This design comes from an exercise in tuning for small area and a short achievable clock period on the open sky130 flow, not from production work.
No functional check of the RTL was part of this run.
Power and IR drop assume default switching activity.

$ cat flow/config.mk
export PLATFORM = sky130hd
export DESIGN_NAME = cordic_top
export DESIGN_NICKNAME = cordic_top
export VERILOG_FILES = /design/flow/design.v
export SDC_FILE = /design/flow/constraint.sdc
export NUM_CORES = 4
export LEC_CHECK = 0
export ABC_AREA = 1
export CAP_MARGIN = 20
export CORE_MARGIN = 2
export CORE_UTILIZATION = 45
export CTS_BUF_LIST = sky130_fd_sc_hd__clkbuf_8
export SETUP_SLACK_MARGIN = 1.4
export SLEW_MARGIN = 20
$ cat flow/constraint.sdc
create_clock -name core_clock -period 3.3 [get_ports {clk}]
set_input_delay 0.6600 -clock core_clock [delete_from_list [all_inputs] [get_ports {clk}]]
set_output_delay 0.6600 -clock core_clock [all_outputs]
set_load 0.01 [all_outputs]
$ cat flow/design.v
module CORDIC_pipelined (
    input clk,
    input logic signed[15:0] angle,
    output logic signed[15:0] sin, cos
);
logic [15:0] t_in;
logic [15:0] a_q;
assign t_in = a_q - 16'd1;
logic [14:0] u0_q;
logic d0_q;
logic [14:0] u1;
logic [14:0] u1_q;
logic [1:0] i1_q;    
logic [15:0] v0;
assign v0 = {1'b0, u0_q} - 16'd12867;
logic [14:0] f1;
assign f1 = v0[14:0] ^ {15{v0[15]}};
assign u1 = f1;
logic [6:0] lpos;
logic [5:0] q0;
logic [5:0] tg;
cordic_htab htab_i (.d(u1_q[14:7]), .q({lpos, q0, tg}));
logic [5:0] q0_q;
logic [5:0] tg_q;
logic c_q;
logic [6:0] lo_q, lp_q;
assign c_q = lo_q >= lp_q;
logic [1:0] iq_q;
logic [5:0] late;
assign late = {(q0_q[5] ^ (c_q & tg_q[5])), (q0_q[4] ^ (c_q & tg_q[4])), (q0_q[3] ^ (c_q & tg_q[3])), (q0_q[2] ^ (c_q & tg_q[2])), (q0_q[1] ^ (c_q & tg_q[1])), (q0_q[0] ^ (c_q & tg_q[0]))};
logic [7:0] x0_q, x1_q, x2_q, x3_q;    
logic [31:0] rom_d;
cordic_rom rom_i (.d(x3_q), .q(rom_d));
always_ff @(posedge clk) begin
    a_q <= angle;
    u0_q <= t_in[14:0] ^ {15{t_in[15]}};
    d0_q <= ~t_in[15];
    u1_q <= u1;
    i1_q <= {d0_q, v0[15]};
    q0_q <= q0;
    tg_q <= tg;
    lo_q <= u1_q[6:0];
    lp_q <= lpos;
    iq_q <= i1_q;
    x0_q <= {iq_q, late};
    x1_q <= x0_q;
    x2_q <= x1_q;
    x3_q <= x2_q;
    {sin, cos} <= rom_d;
end
endmodule
module cordic_rom(d, q);
  input [7:0] d;
  wire [7:0] d;
  output [31:0] q;
  wire [31:0] q;
  wire _0_;
  wire _100_;
  wire _101_;
  wire _102_;
  wire _103_;
  wire _104_;
  wire _105_;
  wire _106_;
  wire _107_;
  wire _108_;
  wire _109_;
  wire _10_;
  wire _110_;
  wire _111_;
  wire _112_;
  wire _113_;
  wire _114_;
  wire _115_;
  wire _116_;
  wire _117_;
  wire _118_;
  wire _119_;
  wire _11_;
  wire _120_;
  wire _121_;
  wire _122_;
  wire _123_;
  wire _124_;
  wire _125_;
  wire _126_;
  wire _127_;
  wire _128_;
  wire _129_;
  wire _12_;
  wire _130_;
  wire _131_;
  wire _132_;
  wire _133_;
  wire _134_;
  wire _135_;
  wire _136_;
  wire _137_;
  wire _138_;
  wire _139_;
  wire _13_;
  wire _140_;
  wire _141_;
  wire _142_;
  wire _143_;
  wire _144_;
  wire _145_;
  wire _146_;
  wire _147_;
  wire _148_;
  wire _149_;
  wire _14_;
  wire _150_;
  wire _151_;
  wire _152_;
  wire _153_;
  wire _154_;
  wire _155_;
  wire _156_;
  wire _157_;
  wire _158_;
  wire _159_;
  wire _15_;
  wire _160_;
  wire _161_;
  wire _162_;
  wire _163_;
  wire _164_;
  wire _165_;
  wire _166_;
  wire _167_;
  wire _168_;
  wire _169_;
  wire _16_;
  wire _170_;
  wire _171_;
  wire _172_;
  wire _173_;
  wire _174_;
  wire _175_;
  wire _176_;
  wire _177_;
  wire _178_;
  wire _179_;
  wire _17_;
  wire _180_;
  wire _181_;
  wire _182_;
  wire _183_;
  wire _184_;
  wire _185_;
  wire _186_;
  wire _187_;
  wire _188_;
  wire _189_;
  wire _18_;
  wire _190_;
  wire _191_;
  wire _192_;
  wire _193_;
  wire _194_;
  wire _195_;
  wire _196_;
  wire _197_;
  wire _198_;
  wire _199_;
  wire _19_;
  wire _1_;
  wire _200_;
  wire _201_;
  wire _202_;
  wire _203_;
  wire _204_;
  wire _205_;
  wire _206_;
  wire _207_;
  wire _208_;
  wire _209_;
  wire _20_;
  wire _210_;
  wire _211_;
  wire _212_;
  wire _213_;
  wire _214_;
  wire _215_;
  wire _216_;
  wire _217_;
  wire _218_;
  wire _219_;
  wire _21_;
  wire _220_;
  wire _221_;
  wire _222_;
  wire _223_;
  wire _224_;
  wire _225_;
  wire _226_;
  wire _227_;
  wire _228_;
  wire _229_;
  wire _22_;
  wire _230_;
  wire _231_;
  wire _232_;
  wire _233_;
  wire _234_;
  wire _235_;
  wire _236_;
  wire _237_;
  wire _238_;
  wire _239_;
  wire _23_;
  wire _240_;
  wire _241_;
  wire _242_;
  wire _243_;
  wire _244_;
  wire _245_;
  wire _246_;
  wire _247_;
  wire _248_;
  wire _249_;
  wire _24_;
  wire _250_;
  wire _251_;
  wire _252_;
  wire _253_;
  wire _254_;
  wire _255_;
  wire _256_;
  wire _257_;
  wire _258_;
  wire _259_;
  wire _25_;
  wire _260_;
  wire _261_;
  wire _262_;
  wire _263_;
  wire _264_;
  wire _265_;
  wire _266_;
  wire _267_;
  wire _268_;
  wire _269_;
  wire _26_;
  wire _270_;
  wire _271_;
  wire _272_;
  wire _273_;
  wire _274_;
  wire _275_;
  wire _276_;
  wire _277_;
  wire _278_;
  wire _279_;
  wire _27_;
  wire _280_;
  wire _281_;
  wire _282_;
  wire _283_;
  wire _284_;
  wire _285_;
  wire _286_;
  wire _287_;
  wire _288_;
  wire _289_;
  wire _28_;
  wire _290_;
  wire _291_;
  wire _292_;
  wire _293_;
  wire _294_;
  wire _295_;
  wire _296_;
  wire _297_;
  wire _298_;
  wire _299_;
  wire _29_;
  wire _2_;
  wire _300_;
  wire _301_;
  wire _302_;
  wire _303_;
  wire _304_;
  wire _305_;
  wire _306_;
  wire _307_;
  wire _308_;
  wire _309_;
  wire _30_;
  wire _310_;
  wire _311_;
  wire _312_;
  wire _313_;
  wire _314_;
  wire _315_;
  wire _316_;
  wire _317_;
  wire _318_;
  wire _319_;
  wire _31_;
  wire _320_;
  wire _321_;
  wire _322_;
  wire _323_;
  wire _324_;
  wire _325_;
  wire _326_;
  wire _327_;
  wire _328_;
  wire _329_;
  wire _32_;
  wire _330_;
  wire _331_;
  wire _332_;
  wire _333_;
  wire _334_;
  wire _335_;
  wire _336_;
  wire _337_;
  wire _338_;
  wire _339_;
  wire _33_;
  wire _340_;
  wire _341_;
  wire _342_;
  wire _343_;
  wire _344_;
  wire _345_;
  wire _346_;
  wire _347_;
  wire _348_;
  wire _349_;
  wire _34_;
  wire _350_;
  wire _351_;
  wire _352_;
  wire _353_;
  wire _354_;
  wire _355_;
  wire _356_;
  wire _357_;
  wire _358_;
  wire _359_;
  wire _35_;
  wire _360_;
  wire _361_;
  wire _362_;
  wire _363_;
  wire _364_;
  wire _365_;
  wire _366_;
  wire _367_;
  wire _368_;
  wire _369_;
  wire _36_;
  wire _370_;
  wire _371_;
  wire _372_;
  wire _373_;
  wire _374_;
  wire _375_;
  wire _376_;
  wire _377_;
  wire _378_;
  wire _379_;
  wire _37_;
  wire _380_;
  wire _381_;
  wire _382_;
  wire _383_;
  wire _384_;
  wire _385_;
  wire _386_;
  wire _387_;
  wire _388_;
  wire _389_;
  wire _38_;
  wire _390_;
  wire _391_;
  wire _392_;
  wire _393_;
  wire _394_;
  wire _395_;
  wire _396_;
  wire _397_;
  wire _398_;
  wire _399_;
  wire _39_;
  wire _3_;
  wire _400_;
  wire _401_;
  wire _402_;
  wire _403_;
  wire _404_;
  wire _405_;
  wire _406_;
  wire _407_;
  wire _408_;
  wire _409_;
  wire _40_;
  wire _410_;
  wire _411_;
  wire _412_;
  wire _413_;
  wire _414_;
  wire _415_;
  wire _416_;
  wire _417_;
  wire _418_;
  wire _419_;
  wire _41_;
  wire _420_;
  wire _421_;
  wire _422_;
  wire _423_;
  wire _424_;
  wire _425_;
  wire _426_;
  wire _427_;
  wire _428_;
  wire _429_;
  wire _42_;
  wire _430_;
  wire _431_;
  wire _432_;
  wire _433_;
  wire _434_;
  wire _435_;
  wire _436_;
  wire _437_;
  wire _438_;
  wire _439_;
  wire _43_;
  wire _440_;
  wire _441_;
  wire _442_;
  wire _443_;
  wire _444_;
  wire _445_;
  wire _446_;
  wire _447_;
  wire _448_;
  wire _449_;
  wire _44_;
  wire _450_;
  wire _451_;
  wire _452_;
  wire _453_;
  wire _454_;
  wire _455_;
  wire _456_;
  wire _457_;
  wire _458_;
  wire _459_;
  wire _45_;
  wire _460_;
  wire _461_;
  wire _462_;
  wire _463_;
  wire _464_;
  wire _465_;
  wire _466_;
  wire _467_;
  wire _468_;
  wire _469_;
  wire _46_;
  wire _470_;
  wire _471_;
  wire _472_;
  wire _473_;
  wire _474_;
  wire _475_;
  wire _476_;
  wire _477_;
  wire _478_;
  wire _479_;
  wire _47_;
  wire _480_;
  wire _481_;
  wire _482_;
  wire _483_;
  wire _484_;
  wire _485_;
  wire _486_;
  wire _487_;
  wire _488_;
  wire _489_;
  wire _48_;
  wire _490_;
  wire _491_;
  wire _492_;
  wire _493_;
  wire _494_;
  wire _495_;
  wire _496_;
  wire _497_;
  wire _498_;
  wire _499_;
  wire _49_;
  wire _4_;
  wire _500_;
  wire _501_;
  wire _502_;
  wire _503_;
  wire _504_;
  wire _505_;
  wire _506_;
  wire _507_;
  wire _508_;
  wire _509_;
  wire _50_;
  wire _510_;
  wire _511_;
  wire _512_;
  wire _513_;
  wire _514_;
  wire _515_;
  wire _516_;
  wire _517_;
  wire _518_;
  wire _519_;
  wire _51_;
  wire _520_;
  wire _521_;
  wire _522_;
  wire _523_;
  wire _524_;
  wire _525_;
  wire _526_;
  wire _527_;
  wire _528_;
  wire _529_;
  wire _52_;
  wire _530_;
  wire _531_;
  wire _532_;
  wire _533_;
  wire _534_;
  wire _535_;
  wire _536_;
  wire _537_;
  wire _538_;
  wire _539_;
  wire _53_;
  wire _540_;
  wire _541_;
  wire _542_;
  wire _543_;
  wire _544_;
  wire _545_;
  wire _546_;
  wire _547_;
  wire _548_;
  wire _549_;
  wire _54_;
  wire _550_;
  wire _551_;
  wire _552_;
  wire _553_;
  wire _554_;
  wire _555_;
  wire _556_;
  wire _557_;
  wire _558_;
  wire _559_;
  wire _55_;
  wire _560_;
  wire _561_;
  wire _562_;
  wire _563_;
  wire _564_;
  wire _565_;
  wire _566_;
  wire _567_;
  wire _568_;
  wire _569_;
  wire _56_;
  wire _570_;
  wire _571_;
  wire _572_;
  wire _573_;
  wire _574_;
  wire _575_;
  wire _576_;
  wire _577_;
  wire _578_;
  wire _579_;
  wire _57_;
  wire _580_;
  wire _581_;
  wire _582_;
  wire _583_;
  wire _584_;
  wire _585_;
  wire _586_;
  wire _587_;
  wire _588_;
  wire _58_;
  wire _59_;
  wire _5_;
  wire _60_;
  wire _61_;
  wire _62_;
  wire _63_;
  wire _64_;
  wire _65_;
  wire _66_;
  wire _67_;
  wire _68_;
  wire _69_;
  wire _6_;
  wire _70_;
  wire _71_;
  wire _72_;
  wire _73_;
  wire _74_;
  wire _75_;
  wire _76_;
  wire _77_;
  wire _78_;
  wire _79_;
  wire _7_;
  wire _80_;
  wire _81_;
  wire _82_;
  wire _83_;
  wire _84_;
  wire _85_;
  wire _86_;
  wire _87_;
  wire _88_;
  wire _89_;
  wire _8_;
  wire _90_;
  wire _91_;
  wire _92_;
  wire _93_;
  wire _94_;
  wire _95_;
  wire _96_;
  wire _97_;
  wire _98_;
  wire _99_;
  wire _9_;
  assign _152_ = _515_ ? _161_ : _153_;
  assign _151_ = d[2] | d[4];
  assign _150_ = _151_ | _476_;
  assign _149_ = d[5] ? _162_ : _150_;
  assign _148_ = _542_ ? _158_ : _160_;
  assign _147_ = _541_ & ~(_208_);
  assign _146_ = d[4] & ~(_147_);
  assign _145_ = d[5] ? _148_ : _146_;
  assign _144_ = _515_ ? _149_ : _145_;
  assign q[16] = q[30] ? _152_ : _144_;
  assign _143_ = d[4] | d[5];
  assign _142_ = _537_ & ~(_143_);
  assign q[15] = _142_ & ~(d[6]);
  assign _141_ = ~(_155_ & _549_);
  assign _140_ = q[30] & ~(_141_);
  assign q[14] = _515_ ? _142_ : _140_;
  assign _139_ = _142_ | _544_;
  assign _138_ = _139_ | d[6];
  assign _137_ = d[6] ? _141_ : _139_;
  assign q[13] = d[7] ? _138_ : _137_;
  assign _136_ = _515_ & ~(_535_);
  assign _135_ = _136_ | q[15];
  assign _134_ = _140_ | _515_;
  assign _133_ = ~(_134_ | _531_);
  assign q[12] = _133_ | _135_;
  assign _132_ = d[5] ? _524_ : _521_;
  assign _131_ = _515_ & ~(_132_);
  assign _130_ = ~(_134_ | _517_);
  assign q[11] = _130_ | _131_;
  assign _129_ = d[5] ? _500_ : _499_;
  assign _128_ = _515_ & ~(_129_);
  assign _127_ = ~(_134_ | _511_);
  assign q[10] = _127_ | _128_;
  assign _126_ = d[5] & ~(_482_);
  assign _125_ = _549_ & ~(_494_);
  assign _124_ = _125_ | _126_;
  assign _123_ = d[5] & ~(_474_);
  assign _122_ = d[5] | ~(d[7]);
  assign _121_ = _549_ & ~(_155_);
  assign _120_ = _122_ & ~(_121_);
  assign _119_ = _536_ & ~(_120_);
  assign _118_ = _119_ | _123_;
  assign q[9] = _515_ ? _124_ : _118_;
  assign _117_ = _549_ ? _463_ : _464_;
  assign _116_ = _446_ & ~(_549_);
  assign _115_ = _456_ & ~(_120_);
  assign _114_ = _115_ | _116_;
  assign q[8] = _515_ ? _117_ : _114_;
  assign _113_ = _542_ ? _156_ : _422_;
  assign _112_ = d[5] ? _416_ : _113_;
  assign _111_ = _515_ ? _425_ : _112_;
  assign _110_ = _549_ ? _411_ : _416_;
  assign _109_ = _363_ | _534_;
  assign _108_ = d[3] ? _484_ : _109_;
  assign _107_ = _542_ ? _431_ : _108_;
  assign _106_ = d[5] ? _107_ : _412_;
  assign _105_ = d[6] ? _110_ : _106_;
  assign q[7] = q[30] ? _111_ : _105_;
  assign _104_ = _542_ ? _522_ : _401_;
  assign _103_ = d[5] ? _394_ : _104_;
  assign _102_ = _378_ | _542_;
  assign _101_ = _549_ ? _102_ : _372_;
  assign _100_ = _515_ ? _103_ : _101_;
  assign _99_ = d[0] ? d[2] : _239_;
  assign _98_ = d[3] ? _466_ : _99_;
  assign _97_ = _542_ ? _396_ : _98_;
  assign _96_ = _549_ ? _400_ : _97_;
  assign _95_ = d[2] ? _523_ : _485_;
  assign _94_ = d[3] ? _499_ : _95_;
  assign _93_ = d[4] ? _373_ : _94_;
  assign _92_ = _542_ ? _156_ : _378_;
  assign _91_ = d[5] ? _93_ : _92_;
  assign _90_ = _515_ ? _96_ : _91_;
  assign q[6] = d[7] ? _100_ : _90_;
  assign _89_ = _542_ ? _498_ : _360_;
  assign _88_ = d[5] ? _365_ : _89_;
  assign _87_ = _542_ ? _522_ : _346_;
  assign _86_ = d[5] ? _348_ : _87_;
  assign _85_ = d[6] ? _88_ : _86_;
  assign _84_ = ~(_401_ | _509_);
  assign _83_ = _84_ | _542_;
  assign _82_ = _352_ & _547_;
  assign _81_ = _82_ | _309_;
  assign _80_ = _503_ | _508_;
  assign _79_ = _541_ ? _80_ : _350_;
  assign _78_ = d[4] ? _81_ : _79_;
  assign _77_ = _549_ ? _83_ : _78_;
  assign _76_ = d[3] & ~(_487_);
  assign _75_ = d[4] ? _360_ : _76_;
  assign _74_ = d[2] ? _510_ : _523_;
  assign _73_ = d[3] ? _419_ : _74_;
  assign _72_ = d[3] ? _389_ : _273_;
  assign _71_ = d[4] ? _73_ : _72_;
  assign _70_ = _549_ ? _75_ : _71_;
  assign _69_ = _515_ ? _77_ : _70_;
  assign q[5] = d[7] ? _85_ : _69_;
  assign _68_ = _542_ ? _522_ : _295_;
  assign _67_ = d[5] ? _301_ : _68_;
  assign _66_ = d[3] & ~(_358_);
  assign _65_ = d[4] ? _322_ : _66_;
  assign _64_ = d[5] ? _286_ : _65_;
  assign _63_ = _515_ ? _67_ : _64_;
  assign _62_ = _541_ ? _80_ : _291_;
  assign _61_ = d[2] ? _539_ : _398_;
  assign _60_ = _541_ ? _296_ : _61_;
  assign _59_ = d[4] ? _62_ : _60_;
  assign _58_ = d[2] ? _463_ : _548_;
  assign _57_ = d[3] ? _323_ : _58_;
  assign _56_ = d[3] & ~(_452_);
  assign _55_ = d[4] ? _57_ : _56_;
  assign _54_ = d[5] ? _59_ : _55_;
  assign _53_ = d[3] ? _509_ : _357_;
  assign _52_ = d[3] ? _305_ : _342_;
  assign _51_ = d[4] ? _53_ : _52_;
  assign _50_ = _541_ ? _359_ : _296_;
  assign _49_ = _50_ | _542_;
  assign _48_ = d[5] ? _51_ : _49_;
  assign _47_ = d[6] ? _54_ : _48_;
  assign q[4] = d[7] ? _63_ : _47_;
  assign _46_ = d[3] ? _506_ : _499_;
  assign _45_ = d[4] ? _254_ : _46_;
  assign _44_ = d[5] ? _255_ : _45_;
  assign _43_ = d[3] & ~(_363_);
  assign _42_ = d[4] ? _279_ : _43_;
  assign _41_ = d[5] ? _247_ : _42_;
  assign _40_ = _515_ ? _44_ : _41_;
  assign _39_ = _541_ ? _479_ : _386_;
  assign _38_ = _542_ ? _526_ : _39_;
  assign _37_ = _541_ ? _358_ : _250_;
  assign _36_ = _540_ ? _232_ : _494_;
  assign _35_ = d[3] ? _257_ : _36_;
  assign _34_ = _542_ ? _37_ : _35_;
  assign _33_ = _549_ ? _38_ : _34_;
  assign _32_ = d[2] ? d[0] : _494_;
  assign _31_ = d[3] ? _250_ : _32_;
  assign _30_ = _541_ ? _462_ : _367_;
  assign _29_ = d[4] ? _31_ : _30_;
  assign _28_ = _436_ | _541_;
  assign _27_ = ~_201_;
  assign _26_ = _541_ ? _505_ : _27_;
  assign _25_ = _542_ ? _28_ : _26_;
  assign _24_ = d[5] ? _29_ : _25_;
  assign _23_ = _515_ ? _33_ : _24_;
  assign q[3] = d[7] ? _40_ : _23_;
  assign _22_ = d[2] ? _539_ : _494_;
  assign _21_ = d[3] ? _288_ : _22_;
  assign _20_ = d[4] ? _218_ : _21_;
  assign _19_ = d[5] ? _219_ : _20_;
  assign _18_ = d[3] & ~(_80_);
  assign _17_ = d[4] ? _212_ : _18_;
  assign _16_ = d[5] ? _204_ : _17_;
  assign _15_ = _515_ ? _19_ : _16_;
  assign _14_ = _548_ & ~(_374_);
  assign _13_ = d[3] ? _259_ : _14_;
  assign _12_ = _507_ | d[1];
  assign _11_ = _540_ ? _508_ : _450_;
  assign _10_ = d[3] ? _12_ : _11_;
  assign _9_ = _542_ ? _13_ : _10_;
  assign _8_ = _542_ ? _158_ : _80_;
  assign _7_ = d[5] ? _9_ : _8_;
  assign _6_ = d[3] & ~(d[1]);
  assign _5_ = _541_ ? d[1] : _305_;
  assign _4_ = _542_ ? _6_ : _5_;
  assign _3_ = d[3] ? _449_ : _182_;
  assign _2_ = d[2] ? _469_ : _494_;
  assign _1_ = d[3] ? _275_ : _2_;
  assign _0_ = _542_ ? _3_ : _1_;
  assign _588_ = _549_ ? _4_ : _0_;
  assign _587_ = _515_ ? _7_ : _588_;
  assign q[2] = d[7] ? _15_ : _587_;
  assign _586_ = _437_ | _541_;
  assign _585_ = _542_ ? _586_ : _195_;
  assign _584_ = d[5] ? _197_ : _585_;
  assign _583_ = _542_ ? _349_ : _187_;
  assign _582_ = d[5] ? _188_ : _583_;
  assign _581_ = d[6] ? _584_ : _582_;
  assign _580_ = d[2] ? _450_ : _494_;
  assign _579_ = d[3] ? _192_ : _580_;
  assign _578_ = _494_ & ~(d[2]);
  assign _577_ = d[2] ? _463_ : _510_;
  assign _576_ = d[3] ? _578_ : _577_;
  assign _575_ = d[4] ? _579_ : _576_;
  assign _574_ = d[3] ? _507_ : _455_;
  assign _573_ = _424_ | d[3];
  assign _572_ = d[4] ? _574_ : _573_;
  assign _571_ = d[5] ? _575_ : _572_;
  assign _570_ = d[1] & ~(_424_);
  assign _569_ = _463_ ? _508_ : _471_;
  assign _568_ = d[3] ? _570_ : _569_;
  assign _567_ = d[2] ? _508_ : _485_;
  assign _566_ = _541_ ? _359_ : _567_;
  assign _565_ = d[4] ? _568_ : _566_;
  assign _564_ = d[3] ? d[1] : d[2];
  assign _563_ = _564_ & ~(_542_);
  assign _562_ = d[5] ? _565_ : _563_;
  assign _561_ = _515_ ? _571_ : _562_;
  assign q[1] = d[7] ? _581_ : _561_;
  assign _560_ = ~(_148_ & d[5]);
  assign _559_ = ~_310_;
  assign _558_ = _542_ ? _559_ : _147_;
  assign _557_ = _558_ | d[5];
  assign _556_ = _557_ & _560_;
  assign _555_ = d[2] ? d[3] : d[1];
  assign _554_ = _542_ ? _163_ : _555_;
  assign _553_ = d[5] & ~(_554_);
  assign _552_ = _515_ ? _556_ : _553_;
  assign _551_ = ~(_557_ & _560_);
  assign _550_ = d[6] ? _161_ : _551_;
  assign q[0] = q[30] ? _552_ : _550_;
  assign _549_ = ~d[5];
  assign _548_ = d[1] | d[0];
  assign _547_ = ~(d[2] & d[3]);
  assign _546_ = _548_ & ~(_547_);
  assign _545_ = _546_ | d[4];
  assign _544_ = _545_ & ~(_549_);
  assign _543_ = d[6] & ~(_544_);
  assign q[29] = _543_ ^ d[7];
  assign q[30] = ~d[7];
  assign _542_ = ~d[4];
  assign _541_ = ~d[3];
  assign _540_ = ~d[2];
  assign _539_ = d[1] & d[0];
  assign _538_ = _540_ & ~(_539_);
  assign _537_ = _538_ | _541_;
  assign _536_ = _537_ | _542_;
  assign _535_ = d[5] ? _545_ : _536_;
  assign _534_ = ~(d[2] | d[1]);
  assign _533_ = d[3] & ~(_534_);
  assign _532_ = ~(_533_ & d[4]);
  assign _531_ = d[5] & ~(_532_);
  assign _530_ = d[6] ? _535_ : _531_;
  assign q[28] = _530_ ^ d[7];
  assign _529_ = ~(d[2] & d[0]);
  assign _528_ = d[1] & ~(_529_);
  assign _527_ = _541_ & ~(_528_);
  assign _526_ = ~(d[2] | d[3]);
  assign _525_ = _526_ | _546_;
  assign _524_ = d[4] ? _527_ : _525_;
  assign _523_ = ~(d[1] & d[0]);
  assign _522_ = ~(_526_ & _523_);
  assign _521_ = ~(_522_ & _537_);
  assign _520_ = _521_ | _542_;
  assign _519_ = d[5] ? _524_ : _520_;
  assign _518_ = _542_ ? _547_ : _533_;
  assign _517_ = d[5] & ~(_518_);
  assign _516_ = d[6] ? _519_ : _517_;
  assign q[27] = _516_ ^ d[7];
  assign _515_ = ~d[6];
  assign _514_ = d[3] ? d[2] : _534_;
  assign _513_ = _526_ | _533_;
  assign _512_ = _542_ ? _514_ : _513_;
  assign _511_ = d[5] & ~(_512_);
  assign _510_ = ~(d[1] | d[0]);
  assign _509_ = d[2] & ~(_510_);
  assign _508_ = ~d[1];
  assign _507_ = d[2] | d[0];
  assign _506_ = _508_ & ~(_507_);
  assign _505_ = _506_ | _509_;
  assign _504_ = _541_ ? d[2] : _505_;
  assign _503_ = d[2] & d[0];
  assign _502_ = _508_ ? _540_ : _503_;
  assign _501_ = d[3] ? _540_ : _502_;
  assign _500_ = _542_ ? _504_ : _501_;
  assign _499_ = ~(_528_ | _538_);
  assign _498_ = d[3] & ~(_528_);
  assign _497_ = d[4] ? _499_ : _498_;
  assign _496_ = d[5] ? _500_ : _497_;
  assign _495_ = _515_ ? _511_ : _496_;
  assign q[26] = _495_ ^ d[7];
  assign _494_ = _539_ | _510_;
  assign _493_ = d[0] | ~(d[2]);
  assign _492_ = _508_ ? _529_ : _493_;
  assign _491_ = _492_ | _541_;
  assign _490_ = d[4] ? _494_ : _491_;
  assign _489_ = d[2] | ~(d[1]);
  assign _488_ = d[2] & ~(d[0]);
  assign _487_ = d[1] & ~(_488_);
  assign _486_ = d[3] ? _489_ : _487_;
  assign _485_ = ~(_539_ | _510_);
  assign _484_ = d[2] ? _548_ : _485_;
  assign _483_ = _541_ ? _508_ : _484_;
  assign _482_ = d[4] ? _486_ : _483_;
  assign _481_ = _549_ ? _490_ : _482_;
  assign _480_ = d[4] & ~(_537_);
  assign _479_ = _539_ | _540_;
  assign _478_ = _540_ ? _508_ : _548_;
  assign _477_ = _541_ ? _479_ : _478_;
  assign _476_ = d[3] | ~(d[1]);
  assign _475_ = _476_ & ~(d[2]);
  assign _474_ = d[4] ? _477_ : _475_;
  assign _473_ = _549_ ? _480_ : _474_;
  assign _472_ = d[6] ? _481_ : _473_;
  assign q[25] = _472_ ^ d[7];
  assign _471_ = d[2] & d[1];
  assign _470_ = d[0] ? _540_ : _471_;
  assign _469_ = d[0] | ~(d[1]);
  assign _468_ = d[2] ? d[1] : _469_;
  assign _467_ = _541_ ? _470_ : _468_;
  assign _466_ = d[0] & ~(_471_);
  assign _465_ = _466_ ^ d[3];
  assign _464_ = d[4] ? _467_ : _465_;
  assign _463_ = ~d[0];
  assign _462_ = d[2] ? d[0] : d[1];
  assign _461_ = ~(_462_ & d[3]);
  assign _460_ = d[4] ? _463_ : _461_;
  assign _459_ = d[5] ? _464_ : _460_;
  assign _458_ = ~(d[2] & d[1]);
  assign _457_ = _541_ ? _458_ : _499_;
  assign _456_ = _457_ | _542_;
  assign _455_ = _540_ ? d[1] : _510_;
  assign _454_ = d[3] ? _508_ : _455_;
  assign _453_ = _529_ | d[1];
  assign _452_ = d[1] & ~(_503_);
  assign _451_ = _453_ & ~(_452_);
  assign _450_ = d[0] & ~(d[1]);
  assign _449_ = _450_ | d[2];
  assign _448_ = ~(_449_ & _453_);
  assign _447_ = _541_ ? _451_ : _448_;
  assign _446_ = _542_ ? _454_ : _447_;
  assign _445_ = _549_ ? _456_ : _446_;
  assign _444_ = d[6] ? _459_ : _445_;
  assign _443_ = d[5] & ~(_464_);
  assign _442_ = _549_ & ~(_460_);
  assign _441_ = _442_ | _443_;
  assign _440_ = d[4] & ~(_457_);
  assign _439_ = d[3] ? d[1] : _478_;
  assign _438_ = _508_ & ~(_529_);
  assign _437_ = _452_ | _438_;
  assign _436_ = d[1] ? d[2] : _529_;
  assign _435_ = _541_ ? _437_ : _436_;
  assign _434_ = _542_ ? _439_ : _435_;
  assign _433_ = _549_ ? _440_ : _434_;
  assign _432_ = d[6] ? _441_ : _433_;
  assign q[24] = d[7] ? _444_ : _432_;
  assign _431_ = _540_ ? d[3] : _539_;
  assign _430_ = ~_431_;
  assign _429_ = d[2] ? _510_ : _494_;
  assign _428_ = _492_ & ~(_534_);
  assign _427_ = d[3] ? _429_ : _428_;
  assign _426_ = _542_ ? _430_ : _427_;
  assign _425_ = d[5] & ~(_426_);
  assign _424_ = d[2] | ~(d[0]);
  assign _423_ = _508_ ? _540_ : _424_;
  assign _422_ = d[3] ? _494_ : _423_;
  assign _421_ = _542_ ? _522_ : _422_;
  assign _420_ = d[3] ? _463_ : _448_;
  assign _419_ = d[0] ? d[2] : d[1];
  assign _418_ = _424_ & ~(_488_);
  assign _417_ = d[3] ? _419_ : _418_;
  assign _416_ = _542_ ? _420_ : _417_;
  assign _415_ = _549_ ? _421_ : _416_;
  assign _414_ = d[6] ? _425_ : _415_;
  assign _413_ = _426_ | _549_;
  assign _412_ = _542_ & ~(_522_);
  assign _411_ = _422_ | _542_;
  assign _410_ = _412_ | ~(_411_);
  assign _409_ = _449_ & ~(_438_);
  assign _408_ = d[3] ? d[0] : _409_;
  assign _407_ = _488_ | ~(_424_);
  assign _406_ = _540_ ? d[0] : _510_;
  assign _405_ = _541_ ? _407_ : _406_;
  assign _404_ = _542_ ? _408_ : _405_;
  assign _403_ = _549_ ? _410_ : _404_;
  assign _402_ = d[6] ? _413_ : _403_;
  assign q[23] = d[7] ? _414_ : _402_;
  assign _401_ = _506_ | _541_;
  assign _400_ = _401_ | _542_;
  assign _399_ = _549_ & ~(_400_);
  assign _398_ = d[1] & ~(d[0]);
  assign _397_ = _424_ & ~(_398_);
  assign _396_ = _541_ ? _479_ : _397_;
  assign _395_ = _541_ ? _418_ : _466_;
  assign _394_ = _542_ ? _396_ : _395_;
  assign _393_ = d[5] & ~(_394_);
  assign _392_ = _393_ | _399_;
  assign _391_ = d[1] ? _540_ : _503_;
  assign _390_ = _541_ ? _479_ : _391_;
  assign _389_ = _528_ | _538_;
  assign _388_ = d[3] ? _389_ : _494_;
  assign _387_ = d[4] ? _390_ : _388_;
  assign _386_ = _493_ & ~(_494_);
  assign _385_ = d[3] ? _463_ : _386_;
  assign _384_ = _541_ & ~(_484_);
  assign _383_ = d[4] ? _385_ : _384_;
  assign _382_ = d[5] ? _387_ : _383_;
  assign _381_ = d[6] ? _392_ : _382_;
  assign _380_ = d[5] ? _394_ : _400_;
  assign _379_ = _494_ | _488_;
  assign _378_ = d[3] ? d[0] : _379_;
  assign _377_ = _484_ | d[3];
  assign _376_ = d[4] ? _378_ : _377_;
  assign _375_ = d[3] ? _499_ : _485_;
  assign _374_ = d[2] & ~(_539_);
  assign _373_ = _541_ ? _374_ : _409_;
  assign _372_ = _542_ ? _375_ : _373_;
  assign _371_ = _549_ ? _376_ : _372_;
  assign _370_ = d[6] ? _380_ : _371_;
  assign q[22] = q[30] ? _381_ : _370_;
  assign _369_ = _540_ ? _523_ : _494_;
  assign _368_ = d[3] ? _419_ : _369_;
  assign _367_ = d[2] ? _539_ : _485_;
  assign _366_ = _541_ ? _463_ : _367_;
  assign _365_ = d[4] ? _368_ : _366_;
  assign _364_ = d[0] & ~(d[2]);
  assign _363_ = _508_ ? _503_ : _488_;
  assign _362_ = _363_ | _364_;
  assign _361_ = d[2] ? _508_ : _548_;
  assign _360_ = _541_ ? _362_ : _361_;
  assign _359_ = _529_ | _508_;
  assign _358_ = _463_ & ~(_458_);
  assign _357_ = d[2] ? _450_ : _469_;
  assign _356_ = ~(_357_ | _358_);
  assign _355_ = d[3] ? _359_ : _356_;
  assign _354_ = d[4] ? _360_ : _355_;
  assign _353_ = d[5] ? _365_ : _354_;
  assign _352_ = d[1] | d[3];
  assign _351_ = _352_ & ~(_546_);
  assign _350_ = _494_ ^ _540_;
  assign _349_ = _541_ ? _451_ : _350_;
  assign _348_ = d[4] ? _351_ : _349_;
  assign _347_ = ~(_506_ | _509_);
  assign _346_ = _541_ ? _534_ : _347_;
  assign _345_ = _346_ | _542_;
  assign _344_ = d[5] ? _348_ : _345_;
  assign _343_ = _515_ ? _353_ : _344_;
  assign _342_ = _424_ & ~(_363_);
  assign _341_ = d[2] ? d[1] : _510_;
  assign _340_ = _541_ ? _342_ : _341_;
  assign _339_ = _357_ | _358_;
  assign _338_ = d[3] ? _528_ : _339_;
  assign _337_ = d[4] ? _340_ : _338_;
  assign _336_ = d[2] ? _523_ : _494_;
  assign _335_ = _541_ ? d[0] : _336_;
  assign _334_ = _541_ ? _437_ : _406_;
  assign _333_ = _542_ ? _335_ : _334_;
  assign _332_ = _549_ ? _337_ : _333_;
  assign _331_ = _541_ ? _508_ : _509_;
  assign _330_ = _494_ ^ d[2];
  assign _329_ = _541_ ? _437_ : _330_;
  assign _328_ = d[4] ? _331_ : _329_;
  assign _327_ = _541_ ? _506_ : _347_;
  assign _326_ = d[4] & ~(_327_);
  assign _325_ = d[5] ? _328_ : _326_;
  assign _324_ = _515_ ? _332_ : _325_;
  assign q[21] = d[7] ? _343_ : _324_;
  assign _323_ = _540_ ? _510_ : _398_;
  assign _322_ = _541_ ? _452_ : _323_;
  assign _321_ = _323_ ^ d[3];
  assign _320_ = d[4] ? _322_ : _321_;
  assign _319_ = _549_ & ~(_320_);
  assign _318_ = _540_ ? d[0] : _523_;
  assign _317_ = _541_ ? _502_ : _318_;
  assign _316_ = d[2] ? d[1] : d[0];
  assign _315_ = d[2] ? _548_ : _539_;
  assign _314_ = _541_ ? _316_ : _315_;
  assign _313_ = _542_ ? _317_ : _314_;
  assign _312_ = _313_ & ~(_549_);
  assign _311_ = _312_ | _319_;
  assign _310_ = d[2] & ~(d[3]);
  assign _309_ = _510_ & ~(_310_);
  assign _308_ = _359_ & ~(_309_);
  assign _307_ = _542_ ? _498_ : _308_;
  assign _306_ = _549_ & ~(_307_);
  assign _305_ = _534_ | ~(_458_);
  assign _304_ = d[0] ? d[2] : _458_;
  assign _303_ = d[3] ? _305_ : _304_;
  assign _302_ = d[3] ? _509_ : _466_;
  assign _301_ = _542_ ? _303_ : _302_;
  assign _300_ = d[5] & ~(_301_);
  assign _299_ = _300_ | _306_;
  assign _298_ = _515_ ? _311_ : _299_;
  assign _297_ = _508_ ? d[2] : _529_;
  assign _296_ = _463_ ? d[1] : _458_;
  assign _295_ = _541_ ? _297_ : _296_;
  assign _294_ = _542_ ? d[3] : _295_;
  assign _293_ = d[5] ? _301_ : _294_;
  assign _292_ = d[2] ? _508_ : _510_;
  assign _291_ = d[2] ? _510_ : _485_;
  assign _290_ = _541_ ? _292_ : _291_;
  assign _289_ = _540_ ? _463_ : _539_;
  assign _288_ = d[1] ? _529_ : _507_;
  assign _287_ = d[3] ? _289_ : _288_;
  assign _286_ = d[4] ? _290_ : _287_;
  assign _285_ = _549_ ? _320_ : _286_;
  assign _284_ = d[6] ? _293_ : _285_;
  assign q[20] = q[30] ? _298_ : _284_;
  assign _283_ = _540_ & ~(_450_);
  assign _282_ = d[3] ? _492_ : _283_;
  assign _281_ = _542_ & ~(_282_);
  assign _280_ = _493_ & ~(_450_);
  assign _279_ = _541_ ? _449_ : _280_;
  assign _278_ = d[4] & ~(_279_);
  assign _277_ = _278_ | _281_;
  assign _276_ = _458_ & ~(_534_);
  assign _275_ = d[2] & ~(_450_);
  assign _274_ = d[3] ? _276_ : _275_;
  assign _273_ = _540_ ? _463_ : _398_;
  assign _272_ = d[3] ? _499_ : _273_;
  assign _271_ = d[4] ? _274_ : _272_;
  assign _270_ = _549_ ? _277_ : _271_;
  assign _269_ = _508_ ? d[2] : _493_;
  assign _268_ = _541_ ? _492_ : _269_;
  assign _267_ = _541_ ? _478_ : _275_;
  assign _266_ = _542_ ? _268_ : _267_;
  assign _265_ = _359_ | _541_;
  assign _264_ = _363_ | _506_;
  assign _263_ = d[3] ? _379_ : _264_;
  assign _262_ = _542_ ? _265_ : _263_;
  assign _261_ = d[5] ? _266_ : _262_;
  assign _260_ = _515_ ? _270_ : _261_;
  assign _259_ = _508_ ? _540_ : _488_;
  assign _258_ = _541_ ? _363_ : _259_;
  assign _257_ = _450_ | _540_;
  assign _256_ = _541_ ? _455_ : _257_;
  assign _255_ = _542_ ? _258_ : _256_;
  assign _254_ = _541_ ? _428_ : _386_;
  assign _253_ = _254_ & ~(_542_);
  assign _252_ = d[5] ? _255_ : _253_;
  assign _251_ = d[4] ? _279_ : _282_;
  assign _250_ = d[1] ? d[2] : _364_;
  assign _249_ = _541_ ? _357_ : _250_;
  assign _248_ = d[3] ? _389_ : _269_;
  assign _247_ = d[4] ? _249_ : _248_;
  assign _246_ = _549_ ? _251_ : _247_;
  assign _245_ = d[6] ? _252_ : _246_;
  assign q[19] = q[30] ? _260_ : _245_;
  assign _244_ = _540_ ? _450_ : _469_;
  assign _243_ = d[2] ? _450_ : _398_;
  assign _242_ = d[3] ? _244_ : _243_;
  assign _241_ = d[3] ? _493_ : _448_;
  assign _240_ = _542_ ? _242_ : _241_;
  assign _239_ = d[1] & ~(d[2]);
  assign _238_ = _541_ ? _506_ : _239_;
  assign _237_ = d[3] ? _386_ : _341_;
  assign _236_ = _542_ ? _238_ : _237_;
  assign _235_ = _549_ ? _240_ : _236_;
  assign _234_ = d[1] ? _540_ : _424_;
  assign _233_ = _541_ ? _275_ : _234_;
  assign _232_ = d[1] | ~(d[0]);
  assign _231_ = d[2] ? _463_ : _232_;
  assign _230_ = d[2] ? d[1] : _494_;
  assign _229_ = _541_ ? _231_ : _230_;
  assign _228_ = _542_ ? _233_ : _229_;
  assign _227_ = d[3] ? d[1] : _379_;
  assign _226_ = _542_ ? _265_ : _227_;
  assign _225_ = d[5] ? _228_ : _226_;
  assign _224_ = _515_ ? _235_ : _225_;
  assign _223_ = _541_ ? _257_ : _250_;
  assign _222_ = d[2] ? d[0] : _450_;
  assign _221_ = d[2] ? _508_ : _523_;
  assign _220_ = _541_ ? _222_ : _221_;
  assign _219_ = _542_ ? _223_ : _220_;
  assign _218_ = d[3] ? _508_ : _462_;
  assign _217_ = _542_ ? _498_ : _218_;
  assign _216_ = d[5] ? _219_ : _217_;
  assign _215_ = _540_ ? _232_ : _398_;
  assign _214_ = d[2] ? _232_ : _469_;
  assign _213_ = d[3] ? _215_ : _214_;
  assign _212_ = d[3] ? _488_ : _409_;
  assign _211_ = _542_ ? _213_ : _212_;
  assign _210_ = _539_ | d[2];
  assign _209_ = _541_ ? _210_ : _489_;
  assign _208_ = d[2] & ~(d[1]);
  assign _207_ = _364_ | _208_;
  assign _206_ = d[0] ? d[1] : d[2];
  assign _205_ = _541_ ? _207_ : _206_;
  assign _204_ = _542_ ? _209_ : _205_;
  assign _203_ = _549_ ? _211_ : _204_;
  assign _202_ = d[6] ? _216_ : _203_;
  assign q[18] = q[30] ? _224_ : _202_;
  assign _201_ = d[1] ? d[2] : d[0];
  assign _200_ = _541_ & ~(_398_);
  assign _199_ = _200_ | _201_;
  assign _198_ = d[3] ? _493_ : _379_;
  assign _197_ = d[4] ? _199_ : _198_;
  assign _196_ = _541_ ? _369_ : _330_;
  assign _195_ = _541_ ? _494_ : _407_;
  assign _194_ = _542_ ? _196_ : _195_;
  assign _193_ = d[5] ? _197_ : _194_;
  assign _192_ = d[2] ? _508_ : _398_;
  assign _191_ = d[3] ? _492_ : _192_;
  assign _190_ = _540_ ? _548_ : _232_;
  assign _189_ = _541_ ? _479_ : _190_;
  assign _188_ = _542_ ? _191_ : _189_;
  assign _187_ = d[3] ? _451_ : _273_;
  assign _186_ = ~(_437_ & d[3]);
  assign _185_ = d[4] ? _187_ : _186_;
  assign _184_ = d[5] ? _188_ : _185_;
  assign _183_ = _515_ ? _193_ : _184_;
  assign _182_ = d[2] ? _548_ : _494_;
  assign _181_ = d[3] ? _529_ : _182_;
  assign _180_ = _541_ ? _210_ : _347_;
  assign _179_ = _542_ ? _181_ : _180_;
  assign _178_ = _541_ ? _485_ : _418_;
  assign _177_ = _350_ ^ _541_;
  assign _176_ = d[4] ? _178_ : _177_;
  assign _175_ = d[5] ? _179_ : _176_;
  assign _174_ = _363_ | _541_;
  assign _173_ = _283_ | _363_;
  assign _172_ = _540_ ? _463_ : _523_;
  assign _171_ = d[3] ? _173_ : _172_;
  assign _170_ = _542_ ? _174_ : _171_;
  assign _169_ = d[3] ? _363_ : _468_;
  assign _168_ = d[3] ? _450_ : _358_;
  assign _167_ = _542_ ? _169_ : _168_;
  assign _166_ = _549_ ? _170_ : _167_;
  assign _165_ = _515_ ? _175_ : _166_;
  assign q[17] = d[7] ? _183_ : _165_;
  assign _164_ = _534_ ^ d[3];
  assign _163_ = d[3] ? d[2] : _208_;
  assign _162_ = d[4] ? _164_ : _163_;
  assign _161_ = _162_ | _549_;
  assign _160_ = d[1] ? d[3] : d[2];
  assign _159_ = _160_ & ~(_542_);
  assign _158_ = _541_ & ~(_239_);
  assign _157_ = _542_ & ~(_158_);
  assign _156_ = _489_ | _541_;
  assign _155_ = _542_ & ~(_156_);
  assign _154_ = d[5] ? _157_ : _155_;
  assign _153_ = _154_ | _159_;
  assign q[31] = q[30];
endmodule
module cordic_htab(d, q);
  input [7:0] d;
  wire [7:0] d;
  output [18:0] q;
  wire [18:0] q;
  wire _0_;
  wire _10_;
  wire _11_;
  wire _12_;
  wire _13_;
  wire _14_;
  wire _15_;
  wire _16_;
  wire _17_;
  wire _18_;
  wire _19_;
  wire _1_;
  wire _20_;
  wire _21_;
  wire _22_;
  wire _23_;
  wire _24_;
  wire _25_;
  wire _26_;
  wire _27_;
  wire _28_;
  wire _29_;
  wire _2_;
  wire _30_;
  wire _31_;
  wire _32_;
  wire _33_;
  wire _34_;
  wire _35_;
  wire _36_;
  wire _37_;
  wire _38_;
  wire _39_;
  wire _3_;
  wire _40_;
  wire _41_;
  wire _42_;
  wire _43_;
  wire _44_;
  wire _45_;
  wire _46_;
  wire _47_;
  wire _48_;
  wire _49_;
  wire _4_;
  wire _50_;
  wire _51_;
  wire _52_;
  wire _53_;
  wire _54_;
  wire _55_;
  wire _56_;
  wire _57_;
  wire _58_;
  wire _59_;
  wire _5_;
  wire _60_;
  wire _61_;
  wire _62_;
  wire _63_;
  wire _64_;
  wire _65_;
  wire _66_;
  wire _67_;
  wire _68_;
  wire _69_;
  wire _6_;
  wire _70_;
  wire _71_;
  wire _72_;
  wire _73_;
  wire _74_;
  wire _7_;
  wire _8_;
  wire _9_;
  assign _23_ = ~d[5];
  assign _22_ = ~_47_;
  assign q[0] = _25_ | _28_;
  assign _21_ = _30_ & ~(_23_);
  assign q[11] = _34_ & ~(_21_);
  assign _20_ = q[11] & _29_;
  assign _19_ = _20_ | _24_;
  assign _18_ = d[6] & d[5];
  assign _17_ = _18_ & ~(_47_);
  assign _16_ = _17_ | d[7];
  assign _15_ = d[1] & ~(_16_);
  assign q[6] = _15_ ^ _19_;
  assign q[1] = q[0] & ~(q[6]);
  assign _14_ = ~(_42_ | _46_);
  assign _13_ = ~(_14_ & q[1]);
  assign q[4] = _22_ & ~(_13_);
  assign q[5] = q[4] & ~(_23_);
  assign q[18] = _24_ & ~(q[5]);
  assign _12_ = _21_ | _37_;
  assign q[16] = q[18] & ~(_12_);
  assign _11_ = d[2] & ~(d[1]);
  assign _10_ = ~(_11_ | _47_);
  assign _9_ = _28_ & ~(_10_);
  assign _8_ = _9_ | ~(_13_);
  assign _7_ = _47_ & ~(_23_);
  assign _6_ = _8_ & ~(_7_);
  assign q[15] = _37_ ? d[5] : _6_;
  assign _5_ = d[3] & ~(_41_);
  assign _4_ = _5_ | d[4];
  assign _3_ = ~(_5_ | _40_);
  assign _2_ = _11_ & ~(_47_);
  assign _1_ = ~(_2_ | _3_);
  assign _0_ = ~(_1_ | d[1]);
  assign _74_ = _22_ & ~(_0_);
  assign _73_ = _4_ & ~(_74_);
  assign _72_ = _28_ & ~(_73_);
  assign _71_ = ~(_34_ | _42_);
  assign _70_ = ~(_71_ | _29_);
  assign _69_ = ~(_70_ & _1_);
  assign _68_ = d[4] & ~(_40_);
  assign _67_ = _68_ | _38_;
  assign _66_ = _69_ & ~(_67_);
  assign q[14] = _66_ | _72_;
  assign _65_ = _70_ ^ _1_;
  assign q[13] = q[0] & ~(_65_);
  assign _64_ = _23_ & ~(_47_);
  assign _63_ = _14_ & ~(_64_);
  assign q[12] = q[1] & ~(_63_);
  assign _62_ = ~(d[6] & d[1]);
  assign _61_ = _62_ & ~(d[2]);
  assign _60_ = _61_ | _16_;
  assign _59_ = _60_ | ~(_13_);
  assign _58_ = _22_ & ~(_59_);
  assign _57_ = _58_ | _23_;
  assign _56_ = _64_ & ~(_59_);
  assign _55_ = _56_ | d[7];
  assign q[10] = _57_ & ~(_55_);
  assign _54_ = _59_ | ~(d[3]);
  assign _53_ = d[4] | d[7];
  assign _52_ = _54_ & ~(_53_);
  assign q[9] = _52_ | _58_;
  assign _51_ = ~(d[3] | d[7]);
  assign q[8] = _59_ ? _51_ : d[3];
  assign _50_ = q[1] & ~(_14_);
  assign _49_ = _42_ & ~(q[11]);
  assign _48_ = ~(_49_ | _59_);
  assign q[7] = _48_ | _50_;
  assign q[3] = d[3] & ~(_13_);
  assign q[2] = ~_13_;
  assign _47_ = ~(d[3] & d[4]);
  assign _46_ = ~(d[2] | d[1]);
  assign _45_ = _46_ | _47_;
  assign _44_ = d[0] | d[7];
  assign _43_ = d[6] & ~(_44_);
  assign _42_ = d[2] & d[1];
  assign _41_ = d[5] & ~(_42_);
  assign _40_ = _41_ & ~(d[3]);
  assign _39_ = _40_ & ~(d[4]);
  assign _38_ = _39_ | ~(_43_);
  assign _37_ = _45_ & ~(_38_);
  assign _36_ = _37_ & ~(d[5]);
  assign _35_ = ~(d[0] | d[5]);
  assign _34_ = ~(d[6] | d[7]);
  assign _33_ = d[0] ^ d[5];
  assign _32_ = ~(d[2] | d[0]);
  assign _31_ = _32_ | _45_;
  assign _30_ = d[2] & ~(_47_);
  assign _29_ = _33_ ? _31_ : _30_;
  assign _28_ = _34_ & ~(_29_);
  assign _27_ = _28_ & ~(_35_);
  assign q[17] = _27_ | _36_;
  assign _26_ = d[5] & ~(_45_);
  assign _25_ = _43_ & ~(_26_);
  assign _24_ = _25_ | _27_;
endmodule
module cordic_top (
    input  logic clk,
    input  logic signed[15:0] angle,
    output logic signed[15:0] sin, cos
);
    CORDIC_pipelined dut_basic(
        .clk(clk),
        .angle(angle),
        .sin(sin),
        .cos(cos)
    );
endmodule
$ cat flow/run.sh
#!/bin/bash
# synth_recipe.tcl (not shown) runs the flow's synth.tcl, then flattens the netlist and writes it again
# the make line also repeats each setting of config.mk as NAME=value (left out here)
make -C /OpenROAD-flow-scripts/flow DESIGN_CONFIG=/design/flow/config.mk WORK_HOME=/design/flow/orfs CLKGATE_MAP_FILE= SYNTH_SCRIPT=/design/flow/synth_recipe.tcl finish
==> reports/results.ini <==
[layout]
final_cell_mix = 227 x nand2_1, 129 x dfxtp_1, 95 x inv_1
area_delta_synth_final_pct = 27.4
final-instance-count-excl-fill = 1405
diodes = 0
drive_gt1_share_pct = 22.5
final_common_cell = nand2_1
fin_nets = 1223

[place]
place.gp.congestion = 1.05
hpwlAfterDp_um = 21800
pre_cts_slack_ps = 827
place_inst = 1332
io_buffer_count = 48

[setup_path]
timing_worst_setup_path_type = reg -> reg
r2r-end = dut_basic.cos[6]
cp-end-kind = flop
cp.arrival_ps = 2510
rrSetupSlack_ps = 1180
worstRegToRegCells = 7
crit_required_ps = 3680
critPathMaxFanout = 5
worstReg2RegStart = dut_basic.x3_q[2]
cp-start-kind = flop

[logic_synthesis]
ys_seq_area_share_pct = 36.2
ys_ff_latch = 140
synth_cells = 1086
ys_warn_count = 1
synth_nets = 1137
synth_edf_count = 0
synth_cell_types = 53
async_flop_share_pct = 0
syn-mean-instance-area_um2 = 7.13
syn_area_mm2 = 0.00774
synth_ff_type = dfxtp_1

[cts]
clockRootBuffer = clkbuf_8
cts_sinks = 140
cts_buffers = 17
postCtsHoldBufs = 0
clkTransAtPathRegs_ps = 100
worstSkewPairLatency_ps = 460
cts_htree_levels = 4
cts_tree = yes
clk_path_buf_depth = 2

[route]
drt_iter0_drc = 860
drt.antenna.violating_nets = 0
vias_per_cell = 5.81
wl_per_cell_um = 21.5
dr_total_vias = 8159
route.detailed.drc = 0
routed_wl_um = 30200
drt_pass1_iterations = 5

[timing]
worst_pin_slew_ps = 979
period_needed_ps = 2120
finalCritPeriodShare_pct = 64.3
setup_tns_ps = 0
maxSlewViolCount = 0
slew_headroom_pct = 34.7
timing.hold.ws_ps = 307
clock.fmax_mhz = 471
rsz0062_at_grt = true
hold_violations = 0
fin_ws_ps = 1180
skew_ps = 23.4
finalSetupViolCount = 0

[floorplan]
fp.coreArea_mm2 = 0.0167
dieArea_mm2 = 0.0183
start_util_pct = 46.4
num_io_pins = 49
die_y_um = 135
num_rows = 47
dieWidth_um = 135

[global_routing]
grt_pass1_wl_um = 45100
grt_pass1_vias = 7723
grt_antenna_before_repair = 0
grt_util_all_layers_pct = 33.3
grt.overflow.total = 0
grt_max_degree = 35

[status]
outcome = complete, no violations

[power]
finalPower_uw = 11900
power.density_mw_per_mm2 = 1200
p_leak_uw = 0.00447
ir_drop_v = 0.000603

[run]
maxCapViolations = 0

[worst_hold_path]
hp-start = dut_basic.u1_q[0]
hold_class = reg -> reg
min_to = dut_basic.lo_q[0]
min_path_cells = 0

[repair_timing]
| action | in CTS | in global routing |
|---|---|---|
| resized for setup | 162 | 98 |
| hold endpoints to repair | 0 | 0 |
| endpoints found under the setup margin | 76 | 64 |
| pin swaps | 23 | 40 |
| buffers inserted | 25 | 15 |
| gates cloned | 0 | 1 |
[area by class of cell]
| class | instances | area [um^2] |
|---|---|---|
| inverter | 121 | 499 |
| clock inverter | 14 | 146 |
| multi-input combinational | 778 | 4850 |
| sequential | 140 | 2840 |
| clock buffer | 18 | 248 |
| tap | 220 | 275 |
| fill | 1566 | 6830 |
| timing repair buffer | 114 | 1020 |
[how the worst max path moves through the flow]
stage | start | to | slack [ps] | cells after the start
6_report | dut_basic.x3_q[2] | dut_basic.cos[6] | 1180 | 7
5_1_grt | dut_basic.x3_q[0] | dut_basic.cos[5] | 1130 | 13
4_1_cts | dut_basic.x3_q[2] | dut_basic.cos[5] | 1250 | 13
3_5_place_dp | dut_basic.x3_q[1] | dut_basic.sin[8] | 830 | 11
3_3_place_gp | dut_basic.x3_q[1] | dut_basic.cos[4] | 720 | 13
2_1_floorplan | dut_basic.x3_q[1] | dut_basic.sin[1] | 1400 | 11
[logic make-up after synthesis]
kind of cell               Yosys count  synth area share (%)
buffers and inverters              169                  8.89
AOI/OAI and AO/OA                  229                  17.4
xor gates and xnor gates            56                  7.11
and+or+nand+nor                    458                  24.8
DFF                                140                  36.2
adders and majority gates           34                  5.59
[Yosys cell counts, types with 3 or more instances]
| cell type | instances | share of area (%) |
|---|---|---|
| o31ai_1 | 7 | 0.68 |
| o21ai_0 | 102 | 6.6 |
| nand2_2 | 3 | 0.24 |
| a21oi_1 | 49 | 3.2 |
| nor2_1 | 92 | 4.5 |
| o2111ai_1 | 3 | 0.34 |
| nor2_4 | 3 | 0.44 |
| buf_2 | 21 | 1.4 |
| xor2_2 | 8 | 1.7 |
| buf_1 | 7 | 0.34 |
| o311ai_0 | 3 | 0.34 |
| o221ai_1 | 5 | 0.57 |
| xor2_1 | 36 | 4.1 |
| nor2_2 | 3 | 0.24 |
| nor3_1 | 7 | 0.45 |
| inv_1 | 112 | 5.4 |
| a211oi_1 | 5 | 0.48 |
| nand4_1 | 9 | 0.73 |
| dfxtp_1 | 140 | 36 |
| a31oi_1 | 11 | 0.89 |
| ha_1 | 33 | 5.3 |
| nand2_1 | 259 | 13 |
| nand3_1 | 72 | 4.7 |
| o211ai_1 | 18 | 1.7 |
| inv_2 | 7 | 0.34 |
| o22ai_1 | 11 | 0.89 |
| xnor2_1 | 12 | 1.4 |
| clkbuf_1 | 17 | 0.82 |
[sequential cells by signal, indices dropped and copies added (netlist names)]
register and flops:
dut_basic.lo_q 7, dut_basic.cos 16, dut_basic.u0_q 15, dut_basic.i1_q 2, dut_basic.lp_q 7, dut_basic.x2_q 8
dut_basic.iq_q 2, dut_basic.x1_q 8, dut_basic.x0_q 8, dut_basic.sin 15, dut_basic.x3_q 8, dut_basic.d0_q 1
dut_basic.tg_q 6, dut_basic.u1_q 15, dut_basic.a_q 16, dut_basic.q0_q 6
[per-layer routing]
metal / vias to the layer above / share of wire [%] / GRT usage, %
met5: - / 0 / 0
met4: 0 / 7.6 / 23.2
met3: 127 / 8.3 / 8.08
met2: 489 / 48 / 55.1
met1: 3790 / 36 / 37.9
li1: 3753 / - / -
[per-stage QoR]
step           utilization, %  cell area, um^2
6_report                 59.1             9870
5_1_grt                  59.1             9870
4_1_cts                  56.5             9430
3_5_place_dp             50.8             8490
3_3_place_gp             50.8             8490
2_1_floorplan               -             7780
[power by group]
part           total [uW]  switching, uW  internal (uW)  leakage [uW]
clock network        1400            753            643      0.000195
registers            2600            317           2290       0.00118
logic                7870           5150           2720       0.00309
[worst max-delay path: stages (launching register included)]
cell and delay [ps]:
dfxtp_4 440, clkinv_8 80, buf_4 150, a21oi_1 380, o21ai_0 240, a21oi_1 410
o41ai_1 160, o21ai_0 200

[afterwards: timing with drivers on the ports]
The results above use ideal ports. As a check the final layout listed here was re-extracted and re-timed, cells and wires unchanged.
Step 1: set_driving_cell puts a clkbuf_16 on clk and a buf_2 on each other input, an assumption about the parent block.
Step 2, shift: input delay + t, output delay - t, t = (earliest + latest rising clock arrival at the registers) / 2. This alone moves slack from input paths to output paths.
a / b / c = ideal / step 1 / step 2; a / b = the first two.
shift t [ns]: 0.489
setup slack, ns: 1.177 / 1.177 / 1.177
hold slack, ns: 0.307 / 0.307 / 0.307
worst register clock-pin slew, ns: 0.10 / 0.10
pins driven straight from the clock port: 1
After both steps this run still meets setup and hold. For this run, drivers alone change the setup slack by 0.000 ns; drivers and shift together by 0.000 ns.
